Background: an optimization exercise with open tools, aiming at small area and a short achievable clock period. Do not read the settings as production practice. No run shown here included a check of the RTL's function; only the layout flow was run. Power is estimated from default activity; no workload was simulated.

### flow/design.v
`timescale 1ns / 1ps
module vga_controller(
    input clk_148MHz,
    input reset,
    input [11:0] sw,
    input btnU,
    input btnD,
    input btnR,
    input btnL,
    output reg hsync,
    output reg vsync,
    output reg video_on,
    output reg [11:0] h_count_reg,
    output [11:0] v_count_reg,
    output [3:0] vgaRed,
    output [3:0] vgaGreen,
    output [3:0] vgaBlue
);
    function lt12;
        input [11:0] x;
        input [11:0] k;
        integer i;
        reg r;
        begin
            r = 1'b0;
            for (i = 0; i < 12; i = i + 1)
                r = k[i] ? (~x[i] | r) : (~x[i] & r);
            lt12 = r;
        end
    endfunction
    reg [10:0] v;           
    reg [9:0]  lfsr;        
    reg [10:0] ch;          
    reg [9:0]  cv;          
    reg [9:0]  ya;          
    reg        ys;          
    reg        r3, g3, b3;
    wire [11:0] h = h_count_reg;
    assign v_count_reg = {1'b0, v};
    wire h_end  = h[11] & h[7] & h[4] & h[3];              
    wire v_end  = v[10] & v[6] & v[5] & v[2] & v[0];       
    wire f_end  = h_end & v_end;
    wire move   = (lfsr == 10'b0101100100);
    wire [11:0] h_inc = h + 12'd1;
    wire [11:0] h_n = h_inc & ~({12{h_end}} & 12'b100010011001);
    wire [10:0] v_inc = v + 11'd1;
    wire [10:0] v_n = h_end ? (v_inc & ~({11{v_end}} & 11'b10001100110)) : v;
    always @(posedge clk_148MHz or posedge reset) begin
        if (reset) begin
            h_count_reg <= 12'd0;
            v <= 11'd0;
        end else begin
            h_count_reg <= h_n;
            v <= v_n;
        end
    end
    always @(posedge clk_148MHz or posedge reset) begin
        if (reset)
            lfsr <= 10'd0;
        else if (sw[2]) begin
            if (move)
                lfsr <= 10'd0;
            else
                lfsr <= {lfsr[8:0], ~(lfsr[9] ^ lfsr[6])};
        end
    end
    wire ch_lo  = lt12({1'b0, ch}, 12'd101);                        
    wire ch_hi  = ~lt12({1'b0, ch}, 12'd1820);
    wire ch_bar = ~lt12({1'b0, ch}, 12'd1300) & lt12({1'b0, ch}, 12'd1701);
    wire cv_lo  = lt12({2'b0, cv}, 12'd101);                        
    wire cv_hi  = ~lt12({2'b0, cv}, 12'd980);
    wire cv_gap = ~lt12({2'b0, cv}, 12'd701) & lt12({2'b0, cv}, 12'd750);
    wire coll = ch_lo | ch_hi | cv_lo | cv_hi | (ch_bar & ~cv_gap);
    wire go_home = sw[2] & coll;
    wire step    = sw[2] & ~coll & move;
    wire up      = step & btnU;              
    wire down    = step & ~btnU & btnD;      
    wire left    = step & btnL;              
    wire right   = step & ~btnL & btnR;      
    function [10:0] ones11;
        input [10:0] x;
        integer i;
        begin
            ones11[0] = 1'b1;
            for (i = 1; i < 11; i = i + 1)
                ones11[i] = ones11[i-1] & x[i-1];
        end
    endfunction
    wire [10:0] ch_1 = ones11(ch);
    wire [10:0] ch_0 = ones11(~ch);
    wire [9:0]  cv_1 = ones11({1'b0, cv});
    wire [9:0]  cv_0 = ones11({1'b0, ~cv});
    wire [9:0]  cv_n = go_home ? 10'd540 : cv ^ (({10{down}} & cv_1) | ({10{up}} & cv_0));
    wire [10:0] ch_n = go_home ? 11'd960 : ch ^ (({11{right}} & ch_1) | ({11{left}} & ch_0));
    wire [9:0]  ya_1 = ones11({1'b0, ya});
    wire [9:0]  ya_0 = ones11({1'b0, ~ya});
    wire [9:0]  yv_a = ya ^ ({10{h_end}} & (ys ? ya_0 : ya_1));
    wire        yv_s = ys & ~(h_end & (ya == 10'd1));
    wire [9:0]  yv_1 = ones11({1'b0, yv_a});
    wire [9:0]  yv_0 = ones11({1'b0, ~yv_a});
    wire        yv_z = (yv_a == 10'd0);
    wire        yv_o = (yv_a == 10'd1);
    wire        mag_inc = (up & ~yv_s) | (down & (yv_s | yv_z));
    wire        mag_dec = (up & yv_s) | (down & ~yv_s & ~yv_z);
    wire [9:0]  st_a = yv_a ^ (({10{mag_inc}} & yv_1) | ({10{mag_dec}} & yv_0));
    wire        st_s = up ? (yv_s & ~yv_o) : down ? (yv_s | yv_z) : yv_s;
    wire [11:0] dh = {1'b0, v_n} - 12'd540;
    wire [9:0]  hm_a = dh[11] ? 10'd540 - v_n[9:0] : dh[9:0];
    wire [9:0]  ya_n = f_end ? cv_n : go_home ? hm_a : st_a;
    wire        ys_n = f_end ? 1'b1 : go_home ? dh[11] : st_s;
    always @(posedge clk_148MHz or posedge reset) begin
        if (reset) begin
            ch <= 11'd960;
            cv <= 10'd540;
            ya <= 10'd540;              
            ys <= 1'b1;
        end else begin
            ch <= ch_n;
            cv <= cv_n;
            ya <= ya_n;
            ys <= ys_n;
        end
    end
    always @(posedge clk_148MHz or posedge reset) begin
        if (reset) begin
            hsync    <= 1'b0;
            vsync    <= 1'b0;
            video_on <= 1'b1;
        end else begin
            hsync    <= ~lt12(h, 12'd2007) & lt12(h, 12'd2052);
            vsync    <= h_end ? (~lt12({1'b0, v}, 12'd1083) & lt12({1'b0, v}, 12'd1089)) : vsync;
            video_on <= (lt12(h, 12'd1919) | h_end) & (h_end ? (lt12({1'b0, v}, 12'd1079) | v_end) : lt12({1'b0, v}, 12'd1080));
        end
    end
    wire vis = video_on;
    wire [11:0] s = {1'b0, h[10:0]} + ~{1'b0, ch};
    wire [10:0] mx = s[10:0] ^ {11{s[11]}};    
    wire [6:0]  ay = ya[6:0];
    reg  [6:0]  wtab;
    always @* begin
        case (ay)
            7'd0  : wtab = 7'd100;
            7'd1  : wtab = 7'd99;
            7'd2  : wtab = 7'd99;
            7'd3  : wtab = 7'd99;
            7'd4  : wtab = 7'd99;
            7'd5  : wtab = 7'd99;
            7'd6  : wtab = 7'd99;
            7'd7  : wtab = 7'd99;
            7'd8  : wtab = 7'd99;
            7'd9  : wtab = 7'd99;
            7'd10 : wtab = 7'd99;
            7'd11 : wtab = 7'd99;
            7'd12 : wtab = 7'd99;
            7'd13 : wtab = 7'd99;
            7'd14 : wtab = 7'd99;
            7'd15 : wtab = 7'd98;
            7'd16 : wtab = 7'd98;
            7'd17 : wtab = 7'd98;
            7'd18 : wtab = 7'd98;
            7'd19 : wtab = 7'd98;
            7'd20 : wtab = 7'd97;
            7'd21 : wtab = 7'd97;
            7'd22 : wtab = 7'd97;
            7'd23 : wtab = 7'd97;
            7'd24 : wtab = 7'd97;
            7'd25 : wtab = 7'd96;
            7'd26 : wtab = 7'd96;
            7'd27 : wtab = 7'd96;
            7'd28 : wtab = 7'd96;
            7'd29 : wtab = 7'd95;
            7'd30 : wtab = 7'd95;
            7'd31 : wtab = 7'd95;
            7'd32 : wtab = 7'd94;
            7'd33 : wtab = 7'd94;
            7'd34 : wtab = 7'd94;
            7'd35 : wtab = 7'd93;
            7'd36 : wtab = 7'd93;
            7'd37 : wtab = 7'd92;
            7'd38 : wtab = 7'd92;
            7'd39 : wtab = 7'd92;
            7'd40 : wtab = 7'd91;
            7'd41 : wtab = 7'd91;
            7'd42 : wtab = 7'd90;
            7'd43 : wtab = 7'd90;
            7'd44 : wtab = 7'd89;
            7'd45 : wtab = 7'd89;
            7'd46 : wtab = 7'd88;
            7'd47 : wtab = 7'd88;
            7'd48 : wtab = 7'd87;
            7'd49 : wtab = 7'd87;
            7'd50 : wtab = 7'd86;
            7'd51 : wtab = 7'd86;
            7'd52 : wtab = 7'd85;
            7'd53 : wtab = 7'd84;
            7'd54 : wtab = 7'd84;
            7'd55 : wtab = 7'd83;
            7'd56 : wtab = 7'd82;
            7'd57 : wtab = 7'd82;
            7'd58 : wtab = 7'd81;
            7'd59 : wtab = 7'd80;
            7'd60 : wtab = 7'd80;
            7'd61 : wtab = 7'd79;
            7'd62 : wtab = 7'd78;
            7'd63 : wtab = 7'd77;
            7'd64 : wtab = 7'd76;
            7'd65 : wtab = 7'd75;
            7'd66 : wtab = 7'd75;
            7'd67 : wtab = 7'd74;
            7'd68 : wtab = 7'd73;
            7'd69 : wtab = 7'd72;
            7'd70 : wtab = 7'd71;
            7'd71 : wtab = 7'd70;
            7'd72 : wtab = 7'd69;
            7'd73 : wtab = 7'd68;
            7'd74 : wtab = 7'd67;
            7'd75 : wtab = 7'd66;
            7'd76 : wtab = 7'd64;
            7'd77 : wtab = 7'd63;
            7'd78 : wtab = 7'd62;
            7'd79 : wtab = 7'd61;
            7'd80 : wtab = 7'd60;
            7'd81 : wtab = 7'd58;
            7'd82 : wtab = 7'd57;
            7'd83 : wtab = 7'd55;
            7'd84 : wtab = 7'd54;
            7'd85 : wtab = 7'd52;
            7'd86 : wtab = 7'd51;
            7'd87 : wtab = 7'd49;
            7'd88 : wtab = 7'd47;
            7'd89 : wtab = 7'd45;
            7'd90 : wtab = 7'd43;
            7'd91 : wtab = 7'd41;
            7'd92 : wtab = 7'd39;
            7'd93 : wtab = 7'd36;
            7'd94 : wtab = 7'd34;
            7'd95 : wtab = 7'd31;
            7'd96 : wtab = 7'd28;
            7'd97 : wtab = 7'd24;
            7'd98 : wtab = 7'd19;
            7'd99 : wtab = 7'd14;
            7'd100: wtab = 7'd0;
            default: wtab = 7'bx;
        endcase
    end
    wire neary = lt12({2'd0, ya}, 12'd101);
    wire nearx = (mx[10:7] == 4'd0);
    wire cmpx  = s[11] ? (mx[6:0] <= wtab) : (mx[6:0] < wtab);
    wire in_circ = nearx & neary & cmpx;
    wire left3  = s[11] & ~lt12({5'd0, mx[6:0]}, 12'd35);    
    wire right3 = ~s[11] & ~lt12({5'd0, mx[6:0]}, 12'd31);   
    wire bar = ~lt12(h, 12'd1400) & lt12(h, 12'd1601) &
               (lt12({1'b0, v}, 12'd601) | ~lt12({1'b0, v}, 12'd850));
    localparam [2:0] C_BLACK  = 3'b000,
                     C_BLUE   = 3'b001,
                     C_YELLOW = 3'b110,
                     C_RED    = 3'b100,
                     C_BAR    = 3'b011,
                     C_WHITE  = 3'b111,
                     C_PURPLE = 3'b101;
    reg [2:0] col_n;
    always @* begin
        if (!vis)
            col_n = C_BLACK;
        else if (sw[0])
            col_n = lt12(h, 12'd640) ? C_BLUE : lt12(h, 12'd1280) ? C_YELLOW : C_RED;
        else if (sw[1])
            col_n = lt12({1'b0, v}, 12'd360) ? C_BLACK : lt12({1'b0, v}, 12'd720) ? C_RED : C_YELLOW;
        else if (sw[2]) begin
            if (in_circ)
                col_n = left3 ? C_BLUE : right3 ? C_RED : C_YELLOW;
            else if (bar)
                col_n = C_BAR;
            else
                col_n = C_WHITE;
        end else
            col_n = C_PURPLE;
    end
    always @(posedge clk_148MHz or posedge reset) begin
        if (reset)
            {r3, g3, b3} <= 3'b000;
        else
            {r3, g3, b3} <= col_n;
    end
    wire r2 = r3 | (g3 & b3);
    wire g2 = r3 & g3;
    wire g1 = r3 & b3;
    wire b1 = b3 & ~(r3 ^ g3);
    wire b0 = b3 & (~r3 | g3);
    assign vgaRed   = {r3, r2, r2, r3};
    assign vgaGreen = {g3, g2, g1, g1};
    assign vgaBlue  = {b3, b3, b1, b0};
endmodule
### flow/flow/run.sh
#!/bin/bash
# Standard ORFS layout; smaller port buffers, a smaller clock tree without dummy loads,
# and a timing-repair margin of 6.5 ns (the SDC is unchanged).
bash standard.sh SETUP_SLACK_MARGIN=6.5 \
  "BUFFER_PORTS_ARGS=-buffer_cell sky130_fd_sc_hd__buf_2" \
  "CTS_ARGS=-sink_clustering_enable -repair_clock_nets -dont_use_dummy_load -buf_list sky130_fd_sc_hd__clkbuf_8 -sink_clustering_size 30" \
  finish > standard_run.log 2>&1
### flow/standard.sh
#!/bin/bash
# synth_recipe.tcl (not shown) runs the flow's synth.tcl, then flattens the netlist and writes it again
# the make line also repeats each setting of config.mk as NAME=value (left out here)
make -C /OpenROAD-flow-scripts/flow DESIGN_CONFIG=/design/flow/config.mk WORK_HOME=/design/flow/orfs CLKGATE_MAP_FILE= SYNTH_SCRIPT=/design/flow/synth_recipe.tcl "${@:-finish}"
### flow/config.mk
export PLATFORM = sky130hd
export DESIGN_NAME = vga_controller
export DESIGN_NICKNAME = vga_controller
export VERILOG_FILES = /design/flow/design.v
export SDC_FILE = /design/flow/constraint.sdc
export NUM_CORES = 4
export LEC_CHECK = 0
export ABC_AREA = 1
export CAP_MARGIN = 20
export CORE_MARGIN = 2
export CORE_UTILIZATION = 60
export SLEW_MARGIN = 20
### flow/constraint.sdc
create_clock -name core_clock -period 10.0 [get_ports {clk_148MHz}]
set_input_delay 2.0000 -clock core_clock [delete_from_list [all_inputs] [get_ports {clk_148MHz}]]
set_output_delay 2.0000 -clock core_clock [all_outputs]
set_load 0.01 [all_outputs]
==> impl_metrics.tcl, run 1 <==
set metrics [dict create \
    grt_start_max_net_pins 72 \
    synth_edf_count 0 \
    grt_pass1_wl_mm 32.7 \
    yosysUniqueCellTypes 58 \
    worstMarginPinSlew_ps 937 \
    async_flop_share 1.00 \
    die_x_um 113 \
    yosysWarnings 1 \
    routabilityCongestion 0.942 \
    root_buffer "clkbuf_8" \
    cts_tree "built" \
    syn_to_final_growth_pct 14.7 \
    grt.total_usage 0.316 \
    required_ps 10270 \
    post-dp-hpwl_mm 14.8 \
    first_iter_violations 596 \
    fin_total_pwr_w 0.000850 \
    finalClockSkew_ps 28.5 \
    die_area_um2 12700 \
    placed_cells 1273 \
    drive_above_1_share 0.193 \
    fp.dieH_um 113 \
    drv_slew 0 \
    crit_path_end_kind "flop" \
    status "complete, no violations" \
    io_pins 57 \
    numCtsBuffers 9 \
    ys_seq_elements 71 \
    finalCritPeriodShare 0.357 \
    num_rows 39 \
    postSynthAreaPerCell_um2 6.38 \
    routed_wl_mm 20.5 \
    leakage_nw 4.12 \
    portBuffers 46 \
    maxCapViolations 0 \
    h-tree-depth 3 \
    drc_errors 0 \
    vias 7621 \
    ctsHoldBuffers 0 \
    worstSetupPathType "flop to flop" \
    wl_per_cell_um 15.6 \
    antenna_found_initial 0 \
    syn_area_um2 7110 \
    whs_ps 494 \
    max_clock_freq_mhz 280 \
    relSlewSlack 0.375 \
    synthCells 1114 \
    fp.coreArea_um2 11500 \
    start_kind "flop" \
    path_clk_slew_ps 80 \
    period_minus_slack_ps 3570 \
    finalSetupViolCount 0 \
    synth_nets 1170 \
    drt_first_pass_iters 6 \
    via_per_inst 5.80 \
    start_util 0.620 \
    fin_tns_setup_ps 0 \
    nets 1228 \
    ir_drop_mv 0.0803 \
    critical_path_arrival_ps 3830 \
    overflow 0 \
    clock_latency_ps 380 \
    antennaDiodeCount 0 \
    largest_reg_flops 12 \
    rsz0062_at_grt "yes" \
    critPathMaxFanout 5 \
    grt_pass1_vias 6891 \
    detail-route-antenna-nets 0 \
    power_density_nw_per_um2 104 \
    ys_seq_area_frac 0.252 \
    fin_cells 1313 \
    cts.sinks 71 \
    hp-class "flop to flop" \
    hold_violations 0 \
    cts_max_path_buffers 2 \
    synth_ff_type "dfrtp_1" \
]
cells by family after synthesis:
| kind of cell | Yosys count | share of synthesized area |
|---|---|---|
| fa+ha+maj | 38 | 0.0680 |
| compound gates | 188 | 0.152 |
| xor+xnor | 36 | 0.0470 |
| buf+inv | 203 | 0.116 |
| flops | 71 | 0.252 |
| simple gates | 577 | 0.364 |
| other cells | 1 | 0.000528 |
synth_stat cells (all sizes together) (2+ instances only):
cell / n / area, um2
dfrtp: 57 / 1430
nand2: 255 / 990
o31ai: 4 / 30.0
inv: 164 / 618
nand3b: 2 / 15.0
o22ai: 6 / 37.5
or2: 10 / 62.6
a211oi: 2 / 15.0
clkinv: 6 / 22.5
o311ai: 2 / 17.5
clkbuf: 10 / 37.5
xnor2: 7 / 61.3
a31oi: 8 / 50.1
o211ai: 9 / 67.6
nor2: 136 / 567
ha: 37 / 463
o21a: 3 / 22.5
a21o: 2 / 15.0
o21bai: 3 / 22.5
dfstp: 14 / 368
a21oi: 67 / 347
nor3: 22 / 110
xor2: 29 / 273
nand3: 108 / 546
nand4: 26 / 169
buf: 23 / 149
a22oi: 2 / 15.0
o21ai: 72 / 368
nor4: 15 / 109
and2: 2 / 12.5
cell type report:
| cell class | count | area, um2 |
|---|---|---|
| clock buffers | 9 | 124 |
| fillers | 1020 | 3320 |
| inverters | 170 | 674 |
| multi-input cells | 841 | 4870 |
| flip-flops and latches | 71 | 1800 |
| well taps | 143 | 179 |
| repair buffers | 79 | 497 |
worst max-delay path: stages, from the launching register on:
cell and delay, ps:
dfstp_2 590, clkinv_4 100, ha_4 250, a21oi_2 150
o21bai_1 90, a21oi_2 260, buf_4 180, nand3_4 90
or2_2 290, nand2_1 70, ha_1 240, nand2_2 100
o21ai_1 70, nand3_1 90, o211ai_1 140, a21oi_2 170
nand4_1 180, inv_2 110, nand2_2 80, o21ai_1 120
a21boi_0 90
routing by layer:
layer	track usage	routed length [um]
met1	0.422	9070
met2	0.528	9530
met3	0.0487	1190
met4	0.105	678
met5	0	0
cells in the final DEF (no fill, tap or decap), drive strengths merged, types with 8 or more instances in the layout:
| cell type | instances |
|---|---|
| nor4 | 15 |
| inv | 163 |
| xor2 | 29 |
| a21oi | 67 |
| nand4 | 26 |
| a31oi | 8 |
| o21ai | 72 |
| clkbuf | 9 |
| nand3 | 109 |
| nand2 | 255 |
| nor3 | 22 |
| or2 | 10 |
| dfrtp | 57 |
| buf | 79 |
| o211ai | 9 |
| nor2 | 136 |
| ha | 37 |
| dfstp | 14 |
final timing paths:
kind,start,endpoint,slack (ps),cells after the start
setup / recovery,ch[8]$_DFF_PP1_,b3$_DFF_PP0_,6430,20
hold / removal,ch[2]$_DFF_PP0_,ch[2]$_DFF_PP0_,490,1
setup reg to reg,ch[8]$_DFF_PP1_,b3$_DFF_PP0_,6430,20
hold reg to reg,ch[2]$_DFF_PP0_,ch[2]$_DFF_PP0_,490,1
max in group asynchronous,reset,ch[1]$_DFF_PP0_,7400,3
min in group asynchronous,reset,r3$_DFF_PP0_,1920,3
power breakdown:
group / internal, W / switching (W)
clock: 0.0000803 / 0.000107
sequential: 0.000311 / 0.0000402
combinational: 0.000109 / 0.000202
total: 0.000500 / 0.000350
stage by stage:
step | instance area, um2 | util | setup WS [ps]
global route | 8150 | 0.711 | 6280
floorplan | 7150 | - | 6470
finish | 8150 | 0.711 | 6430
detailed placement | 7390 | 0.645 | 5810
CTS | 7780 | 0.678 | 6500
global placement | 7390 | 0.645 | 5810
repair_timing:
action | 4_1_cts | 5_1_grt
cloned | 1 | 0
pin swaps | 5 | 28
gates resized for setup | 32 | 63
endpoints found under the setup margin | 17 | 17
setup buffers | 12 | 18
==> run 2: changes to the inputs <==
--- a/flow/design.v
+++ b/flow/design.v
@@ -8,7 +8,7 @@
     input btnR,
     input btnL,
-    output reg hsync,
-    output reg vsync,
-    output reg video_on,
+    output hsync,
+    output vsync,
+    output video_on,
     output reg [11:0] h_count_reg,
     output [11:0] v_count_reg,
@@ -33,4 +33,6 @@
     reg [10:0] ch;          
     reg [9:0]  cv;          
+    reg [11:0] xa;          
+    reg        xs;          
     reg [9:0]  ya;          
     reg        ys;          
@@ -78,25 +80,25 @@
     wire left    = step & btnL;              
     wire right   = step & ~btnL & btnR;      
-    function [10:0] ones11;
-        input [10:0] x;
+    function [11:0] ones12;
+        input [11:0] x;
         integer i;
         begin
-            ones11[0] = 1'b1;
-            for (i = 1; i < 11; i = i + 1)
-                ones11[i] = ones11[i-1] & x[i-1];
+            ones12[0] = 1'b1;
+            for (i = 1; i < 12; i = i + 1)
+                ones12[i] = ones12[i-1] & x[i-1];
         end
     endfunction
-    wire [10:0] ch_1 = ones11(ch);
-    wire [10:0] ch_0 = ones11(~ch);
-    wire [9:0]  cv_1 = ones11({1'b0, cv});
-    wire [9:0]  cv_0 = ones11({1'b0, ~cv});
+    wire [10:0] ch_1 = ones12({1'b0, ch});
+    wire [10:0] ch_0 = ones12({1'b0, ~ch});
+    wire [9:0]  cv_1 = ones12({2'b0, cv});
+    wire [9:0]  cv_0 = ones12({2'b0, ~cv});
     wire [9:0]  cv_n = go_home ? 10'd540 : cv ^ (({10{down}} & cv_1) | ({10{up}} & cv_0));
     wire [10:0] ch_n = go_home ? 11'd960 : ch ^ (({11{right}} & ch_1) | ({11{left}} & ch_0));
-    wire [9:0]  ya_1 = ones11({1'b0, ya});
-    wire [9:0]  ya_0 = ones11({1'b0, ~ya});
+    wire [9:0]  ya_1 = ones12({2'b0, ya});
+    wire [9:0]  ya_0 = ones12({2'b0, ~ya});
     wire [9:0]  yv_a = ya ^ ({10{h_end}} & (ys ? ya_0 : ya_1));
     wire        yv_s = ys & ~(h_end & (ya == 10'd1));
-    wire [9:0]  yv_1 = ones11({1'b0, yv_a});
-    wire [9:0]  yv_0 = ones11({1'b0, ~yv_a});
+    wire [9:0]  yv_1 = ones12({2'b0, yv_a});
+    wire [9:0]  yv_0 = ones12({2'b0, ~yv_a});
     wire        yv_z = (yv_a == 10'd0);
     wire        yv_o = (yv_a == 10'd1);
@@ -109,4 +111,20 @@
     wire [9:0]  ya_n = f_end ? cv_n : go_home ? hm_a : st_a;
     wire        ys_n = f_end ? 1'b1 : go_home ? dh[11] : st_s;
+    wire [11:0] xa_1 = ones12(xa);
+    wire [11:0] xa_0 = ones12(~xa);
+    wire [11:0] xh_a = xa ^ (xs ? xa_0 : xa_1);
+    wire        xh_s = xs & ~(xa == 12'd1);
+    wire [11:0] xh_1 = ones12(xh_a);
+    wire [11:0] xh_0 = ones12(~xh_a);
+    wire        xh_z = (xh_a == 12'd0);
+    wire        xh_o = (xh_a == 12'd1);
+    wire        xmag_inc = (left & ~xh_s) | (right & (xh_s | xh_z));
+    wire        xmag_dec = (left & xh_s) | (right & ~xh_s & ~xh_z);
+    wire [11:0] xst_a = xh_a ^ (({12{xmag_inc}} & xh_1) | ({12{xmag_dec}} & xh_0));
+    wire        xst_s = left ? (xh_s & ~xh_o) : right ? (xh_s | xh_z) : xh_s;
+    wire        xhm_s = (h < 12'd959);
+    wire [11:0] xhm_a = xhm_s ? 12'd959 - h : h - 12'd959;
+    wire [11:0] xa_n = h_end ? {1'b0, ch_n} : go_home ? xhm_a : xst_a;
+    wire        xs_n = h_end ? 1'b1 : go_home ? xhm_s : xst_s;
     always @(posedge clk_148MHz or posedge reset) begin
         if (reset) begin
@@ -115,5 +133,9 @@
             ya <= 10'd540;              
             ys <= 1'b1;
+            xa <= 12'd960;              
+            xs <= 1'b1;
         end else begin
+            xa <= xa_n;
+            xs <= xs_n;
             ch <= ch_n;
             cv <= cv_n;
@@ -122,18 +144,5 @@
         end
     end
-    always @(posedge clk_148MHz or posedge reset) begin
-        if (reset) begin
-            hsync    <= 1'b0;
-            vsync    <= 1'b0;
-            video_on <= 1'b1;
-        end else begin
-            hsync    <= ~lt12(h, 12'd2007) & lt12(h, 12'd2052);
-            vsync    <= h_end ? (~lt12({1'b0, v}, 12'd1083) & lt12({1'b0, v}, 12'd1089)) : vsync;
-            video_on <= (lt12(h, 12'd1919) | h_end) & (h_end ? (lt12({1'b0, v}, 12'd1079) | v_end) : lt12({1'b0, v}, 12'd1080));
-        end
-    end
-    wire vis = video_on;
-    wire [11:0] s = {1'b0, h[10:0]} + ~{1'b0, ch};
-    wire [10:0] mx = s[10:0] ^ {11{s[11]}};    
+    wire vis = lt12(h, 12'd1920) & lt12({1'b0, v}, 12'd1080);
     wire [6:0]  ay = ya[6:0];
     reg  [6:0]  wtab;
@@ -245,9 +254,9 @@
     end
     wire neary = lt12({2'd0, ya}, 12'd101);
-    wire nearx = (mx[10:7] == 4'd0);
-    wire cmpx  = s[11] ? (mx[6:0] <= wtab) : (mx[6:0] < wtab);
+    wire nearx = (xa[11:7] == 5'd0);
+    wire cmpx  = (xa[6:0] <= wtab);
     wire in_circ = nearx & neary & cmpx;
-    wire left3  = s[11] & ~lt12({5'd0, mx[6:0]}, 12'd35);    
-    wire right3 = ~s[11] & ~lt12({5'd0, mx[6:0]}, 12'd31);   
+    wire left3  = xs & (xa[6:0] >= 7'd35);       
+    wire right3 = ~xs & (xa[6:0] >= 7'd32);      
     wire bar = ~lt12(h, 12'd1400) & lt12(h, 12'd1601) &
                (lt12({1'b0, v}, 12'd601) | ~lt12({1'b0, v}, 12'd850));
@@ -291,3 +300,6 @@
     assign vgaGreen = {g3, g2, g1, g1};
     assign vgaBlue  = {b3, b3, b1, b0};
+    assign hsync    = ~lt12(h, 12'd2008) & lt12(h, 12'd2053);
+    assign vsync    = ~lt12({1'b0, v}, 12'd1084) & lt12({1'b0, v}, 12'd1090);
+    assign video_on = vis;
 endmodule
==> flow/flow/run.sh (replaced) <==
#!/bin/bash
# Standard ORFS layout; smaller port buffers, a smaller clock tree without dummy loads,
# and a timing-repair margin of 7 ns (the SDC is unchanged).
bash standard.sh SETUP_SLACK_MARGIN=7 \
  "BUFFER_PORTS_ARGS=-buffer_cell sky130_fd_sc_hd__buf_2" \
  "CTS_ARGS=-sink_clustering_enable -repair_clock_nets -dont_use_dummy_load -buf_list sky130_fd_sc_hd__clkbuf_8 -sink_clustering_size 30" \
  finish > standard_run.log 2>&1
--- a/flow/config.mk
+++ b/flow/config.mk
@@ -6,5 +6,4 @@
 export NUM_CORES = 4
 export LEC_CHECK = 0
-export ABC_AREA = 1
 export CAP_MARGIN = 20
 export CORE_MARGIN = 2
==> run 2 against run 1 <==
Net effect:
- clock power increased by 9%
- hold slack better by 44 ps
- global-route usage is 4.8 points higher
- via count is 17% higher
- wire length up 39%
- maximum frequency decreased by 11%
- final cell count fell by 2.0%
- utilization is 11 points higher
- still clean
- sequential cell count grew 10
- sequential share of layout area decreased by 2.1 points
- critical endpoint is now xa[9]$_DFF_PP1_
- worst setup slack worse by 430 ps
- register-to-register slack got worse by 120 ps
==> impl_metrics.tcl, run 2 <==
set metrics [dict create \
    status "complete, no violations" \
    utilization 0.817 \
    multi_input_area_um2 6210 \
    crit_path_end_kind "flop" \
    routed_wl_mm 28.4 \
    period_minus_slack_ps 3990 \
    maxCapViolations 0 \
    fillCellCount 773 \
    finalCritPeriodShare 0.399 \
    critPathMaxFanout 3 \
    netlist_top_cells_count "nand2_1, nor2_1, clkbuf_1, dfrtp_1" \
    slowest_stage "or4b_4" \
    yosysUniqueCellTypes 83 \
    synth_top_family_by_area "simple AND/OR/NAND/NOR gates" \
    first_iter_violations 1234 \
    yosys.area_share.simple 0.274 \
    cts_tree "built" \
    postSynthAreaPerCell_um2 7.72 \
    synth_edf_count 0 \
    setup_ws_ps 6010 \
    portBuffers 46 \
    drc_errors 0 \
    num_rows 41 \
    final_cell_mix "nand2_1, nor2_1, buf_4" \
    overflow 0 \
    die_area_um2 14100 \
    ys_seq_elements 81 \
    fp.coreArea_um2 12800 \
    gr-usage-met1 0.481 \
    yosysMostFrequentCell "nand2_1" \
    critical_path_arrival_ps 4280 \
    synthMuxAreaShare 0.0493 \
    drt_first_pass_iters 6 \
    use_met3 0.0627 \
    syn_to_final_growth_pct 31.6 \
    synthAdderAreaFrac 0.0395 \
    grt_pass1_wl_mm 41.7 \
    synthCells 1026 \
    io_pins 57 \
    register_area_um2 2090 \
    finalClockSkew_ps 32.6 \
    stdcell_area_um2 10400 \
    hold_violations 0 \
    die_x_um 119 \
    yosysWarnings 1 \
    yosysTopAreaCell "dfrtp_1" \
    nets 1160 \
    post-dp-hpwl_mm 16.1 \
    async_flop_share 1.00 \
    ctsHoldBuffers 0 \
    worstMarginPinSlew_ps 867 \
    antennaDiodeCount 0 \
    detail-route-antenna-nets 0 \
    power_density_nw_per_um2 148 \
    start_util 0.620 \
    rsz0062_at_grt "yes" \
    fp.dieH_um 119 \
    use_met2 0.593 \
    ys_seq_area_frac 0.259 \
    max_clock_freq_mhz 250 \
    vias 8898 \
    finalSetupViolCount 0 \
    cts_max_path_buffers 2 \
    path_clk_slew_ps 80 \
    wl_per_cell_um 22.1 \
    worstSetupPathType "primary input to flop" \
    busiest_layer "met2" \
    hp-class "flop to flop" \
    drv_slew 0 \
    cts.sinks 81 \
    leakage_nw 4.11 \
    syn_area_um2 7920 \
    dp_slack_ps 5300 \
    synth_compound_area_frac 0.212 \
    h-tree-depth 3 \
    synth_top_area_frac 0.199 \
    relSlewSlack 0.414 \
    synth_area_leaders "dfrtp_1, xnor2_1, dfstp_2, nand2_1, nor2_1" \
    synth_xor_area_frac 0.0984 \
    grt_pass1_vias 8066 \
    numCtsBuffers 9 \
    synth_ff_type "dfrtp_1" \
    path_common_cell "or3_4" \
    routabilityCongestion 0.940 \
    clock_latency_ps 390 \
    required_ps 10290 \
    cp_slowest_stage_delay_ps 460 \
    grt.total_usage 0.365 \
    place_area_um2 8310 \
    grt_start_max_net_pins 78 \
    final_common_cell "nand2_1" \
    start_kind "primary input" \
    ir_drop_mv 0.141 \
    fin_tns_setup_ps 0 \
    drive_above_1_share 0.342 \
    synth_nets 1069 \
    antenna_found_initial 0 \
    crit_chain "buf_12 > or4b_4 > or3_4 > nand2b_4 > or3_4 > mux2i_1 > nand2_1 > buf_4 > xor2_2 > a31o_2 > nor2_2" \
    root_buffer "clkbuf_8" \
    via_per_inst 6.91 \
]
run 2: cell count changes after synthesis, moves of 12 or more:
cell      before  now
a21oi_1       66   51
and2_1         2   15
and3_1         0   16
clkbuf_1      10   63
ha_1          37   25
inv_1        158   35
mux2i_1        0   30
nand2_1      244   93
nand3_1      107   37
nor2_1       127   91
nor2b_1        0   14
nor3_1        22   34
or3_1          0   17
xnor2_1        7   61
run 2: logic make-up (layout without fill, tap and decap cells):
| family | Yosys count | count (layout) |
|---|---|---|
| AOI/OAI and AO/OA | 249 | 249 |
| buffers and inverters | 127 | 216 |
| other | 1 | 1 |
| adders and majority gates | 25 | 25 |
| and+or+nand+nor | 417 | 417 |
| DFF | 81 | 81 |
| muxes | 37 | 37 |
| xor gates and xnor gates | 89 | 89 |
run 2: path summary, 6_finish.rpt:
path,start,to,slack [ps],cells past startpoint
setup / recovery,btnL,xa[9]$_DFF_PP1_,6010,11
hold / removal,h_count_reg[0]$_DFF_PP0_,h_count_reg[0]$_DFF_PP0_,540,1
setup reg to reg,ya[3]$_DFF_PP1_,r3$_DFF_PP0_,6310,18
hold reg to reg,h_count_reg[0]$_DFF_PP0_,h_count_reg[0]$_DFF_PP0_,540,1
max in group asynchronous,reset,v[2]$_DFF_PP0_,7530,3
min in group asynchronous,reset,xa[11]$_DFF_PP0_,1530,2
run 2: report_power, final:
group | leakage [nW] | internal, W | switching [W]
combinational | 3.09 | 0.000355 | 0.000419
sequential | 0.960 | 0.000413 | 0.000156
clock | 0.0647 | 0.0000809 | 0.000124
total | 4.11 | 0.000849 | 0.000699
run 2: worst max-delay path: cells and delay by family:
family	cells	cell delay, ps
mux	1	140
compound gates	1	230
xor+xnor	1	170
buf+inv	2	240
simple gates	6	1510
run 2: timing repair:
| action | CTS | global route |
|---|---|---|
| pin swaps | 46 | 37 |
| endpoints found under the setup margin | 83 | 86 |
| gates resized for setup | 164 | 78 |
| gates cloned | 0 | 1 |
| setup buffers | 76 | 40 |
run 2: layout make-up:
class | instances | area share
multi-input cells | 818 | 0.595
flip-flops and latches | 81 | 0.201
well taps | 172 | 0.0206
clock buffers | 9 | 0.0119
repair buffers | 170 | 0.156
inverters | 37 | 0.0156
run 2: per-layer routing:
metal	share of wire	wire length [um]	vias to the layer above
met5	0	0	-
met3	0.083	2360	118
met1	0.39	10900	4344
met2	0.49	13900	543
met4	0.042	1200	0
li1	-	-	3893
run 2: per-stage QoR:
step / hold slack, ps / total power, W / std cells
5_1_grt: 560 / 0.00163 / 1287
3_5_place_dp: 530 / 0.00119 / 1161
2_1_floorplan: 494 / 0.00105 / 1026
3_3_place_gp: 505 / 0.00115 / 1161
6_report: 538 / 0.00155 / 1287
4_1_cts: 540 / 0.00146 / 1246

==> re-timing with driven ports <==
The flow's constraints put no driver on any port. The routed layouts listed below were extracted and timed again, unchanged, in two steps. Step 1 (the two cells are an assumption about what drives the block):
set clk [get_ports {clk_148MHz}]
set_driving_cell -lib_cell sky130_fd_sc_hd__clkbuf_16 $clk
set_driving_cell -lib_cell sky130_fd_sc_hd__buf_2 [delete_from_list [all_inputs] $clk]
Step 2 times the ports against the registers' clock, not the clock port: input delays grow and output delays shrink by t, the midpoint of the rising clock arrivals with the driver on. a / b / c = ideal ports / drivers / drivers and shift; a / b = the first two.
run | t (ns) | slack for setup (ns) | worst setup path at the end | latest minus earliest clock arrival (ns) | worst register clock-pin slew, ns
run 1 | 0.406 | 6.434 / 6.434 / 6.169 | input to register | 0.028 / 0.029 | 0.08 / 0.08
run 2 | 0.407 | 6.007 / 5.977 / 5.569 | input to register | 0.033 / 0.033 | 0.09 / 0.09
After both steps setup and hold are still met in every run listed. For run 2, which loses most, drivers alone change the setup slack by -0.030 ns; drivers and shift together by -0.438 ns.
